This design comes from an exercise in tuning for small area and a short achievable clock period on the open sky130 flow, not from production work.
Only simulation tests tie the RTL to the original design; equivalence was not proved.

==> flow/design.v <==
module mips (
    input             clk,
    input             rst,
    output     [ 7:0] imem_addr,
    input      [31:0] imem_data,
    output     [31:0] ret,
    output            st_en,
    output     [ 7:0] st_addr,
    output     [31:0] st_data
);
    localparam NOOP = 8'h0;
    localparam LOAD = 8'h1;
    localparam LDNM = 8'h2;
    localparam STR  = 8'h3;
    localparam ADD  = 8'h4;
    localparam SUB  = 8'h5;
    localparam XOR  = 8'h6;
    localparam AND  = 8'h7;
    localparam JMP  = 8'h8;
    localparam JMP0 = 8'h9;
    localparam PUSH = 8'hA;
    localparam POP  = 8'hB;
    integer i;
    reg  [ 7:0] pc;
    reg  [31:0] rf    [0:12];
    reg  [11:0] rf_v;
    reg  [31:0] mem   [0:31];
    reg  [31:0] mem_v;
    reg  [31:0] stk   [0:31];
    reg  [31:0] stk_v;
    reg  [31:0] sp_oh;     
    reg         d_str, d_arith, d_sub, d_xor, d_and, d_jmp, d_jmp0, d_push, d_pop;
    reg  [ 7:0] d_dest;
    reg  [12:0] d_we;      
    reg         d_wr;      
    reg  [31:0] op1;       
    reg  [31:0] op2;       
    reg  [31:0] op2w;      
    reg  [31:0] st_d;      
    reg  [31:0] m_sel;     
    reg         m_i3;      
    reg         m_if;      
    reg  [31:0] s_sel;     
    reg  [ 7:0] d_imm;     
    wire [31:0] p, g, cy;    
    mips_add u_add (.a(op1), .b(op2), .cin(d_sub), .p(p), .g(g), .c(cy));
    reg  [31:0] ld;
    always @* begin
        ld = {24'h0, d_imm};
        for (i = 0; i < 32; i = i + 1)
            ld = ld | (mem[i] & {32{m_sel[i]}}) | (stk[i] & {32{s_sel[i]}});
        ld[1:0] = ld[1:0] | {2{m_i3 | m_if}};
        ld[3:2] = ld[3:2] | {2{m_if}};
    end
    wire [31:0] other = (d_xor ? p : 32'h0) | (d_and ? g : 32'h0) | ld;
    wire [31:0] wd0   = d_arith ?  p : other;
    wire [31:0] wd1   = d_arith ? ~p : other;
    wire [31:0] wd    = (cy & wd1) | (~cy & wd0);
    always @(posedge clk) begin
        for (i = 0; i < 12; i = i + 1)
            if (d_we[i]) rf[i] <= wd;
        if (rst)           rf[12] <= 32'h0;
        else if (d_we[12]) rf[12] <= wd;
        rf_v <= rst ? 12'h0 : (rf_v | d_we[11:0]);
    end
    wire [31:0] m_we = (d_str && d_dest[7:5] == 3'b000) ? (32'h1 << d_dest[4:0]) : 32'h0;
    wire [31:0] mem_v_nx = mem_v | m_we;
    always @(posedge clk) begin
        for (i = 0; i < 32; i = i + 1)
            if (m_we[i]) mem[i] <= op2w;
        mem_v <= rst ? 32'h0 : mem_v_nx;
    end
    wire [31:0] s_we     = d_push ? sp_oh : 32'h0;
    wire [31:0] stk_v_nx = stk_v | s_we;
    wire [31:0] sp_oh_nx = d_push ? {sp_oh[30:0], sp_oh[31]} :
                           d_pop  ? {sp_oh[0], sp_oh[31:1]}  : sp_oh;
    always @(posedge clk) begin
        for (i = 0; i < 32; i = i + 1)
            if (s_we[i]) stk[i] <= op2w;
        stk_v <= rst ? 32'h0 : stk_v_nx;
        sp_oh <= rst ? 32'h1 : sp_oh_nx;
    end
    wire take = d_jmp | (d_jmp0 & (|op2w));
    always @(posedge clk) begin
        if (rst)       pc <= 8'h0;
        else if (take) pc <= d_dest;
        else           pc <= pc + 8'd1;
    end
    wire [7:0] f_op   = imem_data[31:24];
    wire [7:0] f_dest = imem_data[23:16];
    wire [7:0] f_src1 = imem_data[15:8];
    wire [7:0] f_src2 = imem_data[7:0];
    wire f_load = (f_op == LOAD);
    wire f_ldnm = (f_op == LDNM);
    wire f_sub  = (f_op == SUB);
    wire f_pop  = (f_op == POP);
    wire f_wr   = f_load | f_ldnm | (f_op == ADD) | f_sub | (f_op == XOR) |
                  (f_op == AND) | f_pop;
    reg [12:0] f_sel1, f_sel2, f_we;
    reg [31:0] f_rd1, f_rd2;
    always @* begin
        for (i = 0; i < 13; i = i + 1) begin
            f_sel1[i] = (f_src1 == i);
            f_sel2[i] = (f_src2 == i);
            f_we[i]   = (f_dest == i) & f_wr;
        end
        f_rd1 = 32'h0;
        f_rd2 = 32'h0;
        for (i = 0; i < 13; i = i + 1) begin
            f_rd1 = f_rd1 | (rf[i] & {32{f_sel1[i] & ((i == 12) | rf_v[i % 12])}});
            f_rd2 = f_rd2 | (rf[i] & {32{f_sel2[i] & ((i == 12) | rf_v[i % 12])}});
        end
    end
    wire        f_fw1 = d_wr & (f_src1 == d_dest);
    wire        f_fw2 = d_wr & (f_src2 == d_dest);
    wire [31:0] f_sx  = {32{f_sub}};
    wire [31:0] f_mhit = (32'h1 << f_src2[4:0]) & {32{f_load && f_src2[7:5] == 3'b000}};
    wire [31:0] f_stop = {sp_oh_nx[0], sp_oh_nx[31:1]};
    always @(posedge clk) begin
        op1  <= f_fw1 ? wd : f_rd1;
        op2  <= f_fw2 ? (wd ^ f_sx) : (f_rd2 ^ f_sx);
        op2w <= f_fw2 ? wd : f_rd2;
        d_dest <= f_dest;
        if (rst) begin
            d_str  <= 1'b0; d_arith <= 1'b0; d_sub  <= 1'b0; d_xor  <= 1'b0;
            d_and  <= 1'b0; d_jmp   <= 1'b0; d_jmp0 <= 1'b0; d_push <= 1'b0;
            d_pop  <= 1'b0;
            d_we   <= 13'h0;
            d_wr   <= 1'b0;
            st_d   <= 32'h0;
            m_sel  <= 32'h0;
            m_i3   <= 1'b0;
            m_if   <= 1'b0;
            s_sel  <= 32'h0;
            d_imm  <= 8'h0;
        end else begin
            d_str   <= (f_op == STR);
            d_arith <= (f_op == ADD) | f_sub;
            d_sub   <= f_sub;
            d_xor   <= (f_op == XOR);
            d_and   <= (f_op == AND);
            d_jmp   <= (f_op == JMP);
            d_jmp0  <= (f_op == JMP0);
            d_push  <= (f_op == PUSH);
            d_pop   <= f_pop;
            d_we    <= f_we;
            d_wr    <= |f_we;
            st_d    <= (f_op == STR) ? (f_fw2 ? wd : f_rd2) : 32'h0;
            m_sel   <= f_mhit & mem_v_nx;
            m_i3    <= f_mhit[2] & ~mem_v_nx[2];
            m_if    <= (f_mhit[0] & ~mem_v_nx[0]) | (f_mhit[3] & ~mem_v_nx[3]);
            s_sel   <= f_stop & stk_v_nx & {32{f_pop}};
            d_imm   <= f_ldnm ? f_src2 : 8'h0;
        end
    end
    assign imem_addr = pc;
    assign ret       = rf[12];
    assign st_en     = d_str;
    assign st_addr   = d_dest;
    assign st_data   = st_d;
endmodule
module mips_add (
    input  [31:0] a,
    input  [31:0] b,
    input         cin,
    output [31:0] p,
    output [31:0] g,
    output [31:0] c       
);
    assign p = a ^ b;
    assign g = a & b;
    wire [31:0] g0 = {g[31:1], g[0] | (p[0] & cin)};
    wire [31:0] ng1, np1, g2, p2, ng3, np3, g4, p4, ng5, np5;
    mips_pfx_pn #(1)  l1 (.gi(g0),  .pi(p),   .go(ng1), .po(np1));
    mips_pfx_np #(2)  l2 (.gi(ng1), .pi(np1), .go(g2),  .po(p2));
    mips_pfx_pn #(4)  l3 (.gi(g2),  .pi(p2),  .go(ng3), .po(np3));
    mips_pfx_np #(8)  l4 (.gi(ng3), .pi(np3), .go(g4),  .po(p4));
    mips_pfx_pn #(16) l5 (.gi(g4),  .pi(p4),  .go(ng5), .po(np5));
    assign c = {~ng5[30:0], cin};
endmodule
module mips_pfx_pn #(parameter D = 1) (
    input  [31:0] gi,
    input  [31:0] pi,
    output [31:0] go,
    output [31:0] po
);
    genvar i;
    generate
        for (i = 0; i < 32; i = i + 1) begin : b
            if (i >= D) begin : m
                assign go[i] = ~(gi[i] | (pi[i] & gi[i-D]));
                assign po[i] = ~(pi[i] & pi[i-D]);
            end else begin : w
                assign go[i] = ~gi[i];
                assign po[i] = ~pi[i];
            end
        end
    endgenerate
endmodule
module mips_pfx_np #(parameter D = 1) (
    input  [31:0] gi,
    input  [31:0] pi,
    output [31:0] go,
    output [31:0] po
);
    genvar i;
    generate
        for (i = 0; i < 32; i = i + 1) begin : b
            if (i >= D) begin : m
                assign go[i] = ~(gi[i] & (pi[i] | gi[i-D]));
                assign po[i] = ~(pi[i] | pi[i-D]);
            end else begin : w
                assign go[i] = ~gi[i];
                assign po[i] = ~pi[i];
            end
        end
    endgenerate
endmodule
Settings: LEC_CHECK=0, CAP_MARGIN=20, CORE_MARGIN=2, CORE_UTILIZATION=45, CTS_CLUSTER_DIAMETER=80, CTS_CLUSTER_SIZE=25, PLACE_DENSITY=0.6, SETUP_SLACK_MARGIN=4.0, SLEW_MARGIN=20, SYNTH_HIERARCHICAL=1; clock period 7.0 ns.
run.sh (not shown) runs the stock make flow with config.mk's settings and CLKGATE_MAP_FILE= SYNTH_SCRIPT=/design/flow/synth_recipe.tcl, a recipe that flattens the netlist after the stock synthesis.
Edit:
- PLACE_DENSITY: 0.6 -> 0.75
- SETUP_SLACK_MARGIN: 4.0 -> 4.15
The changed run finished with timing, DRC and antenna clean.
Via count grows by 2.0%.
Synthesized area does not change.
Fmax shrinks by 0.97%.
Routed wire length shrinks by 5.5%.
Core utilization grows by 0.51 points.
Global-route usage shrinks by 2.6 points.

-- what the ideal ports hide --
The flow's constraints put no driver on any port. The routed layouts listed below were extracted and timed again, unchanged, in two steps.
Step 1 assumes that a clkbuf_16 drives the clock port and a buf_2 every other input.
Step 2 times the ports against the registers' clock, not the clock port: input delays grow and output delays shrink by t, the midpoint of the rising clock arrivals with the driver on.
a / b / c = no drivers / after step 1 / after step 2; a / b = the first two.
run | t, ns | setup slack, ns | worst setup path at the end | pins driven straight from the clock port
the first run | 0.961 | 3.907 / 3.907 / 3.088 | input to register | 1
the second run | 0.965 | 3.876 / 3.876 / 3.265 | input to register | 1
After both steps every run listed still meets setup and hold. The setup slack of the first run, which loses most, moves by 0.000 ns with the drivers and by -0.819 ns with both steps.
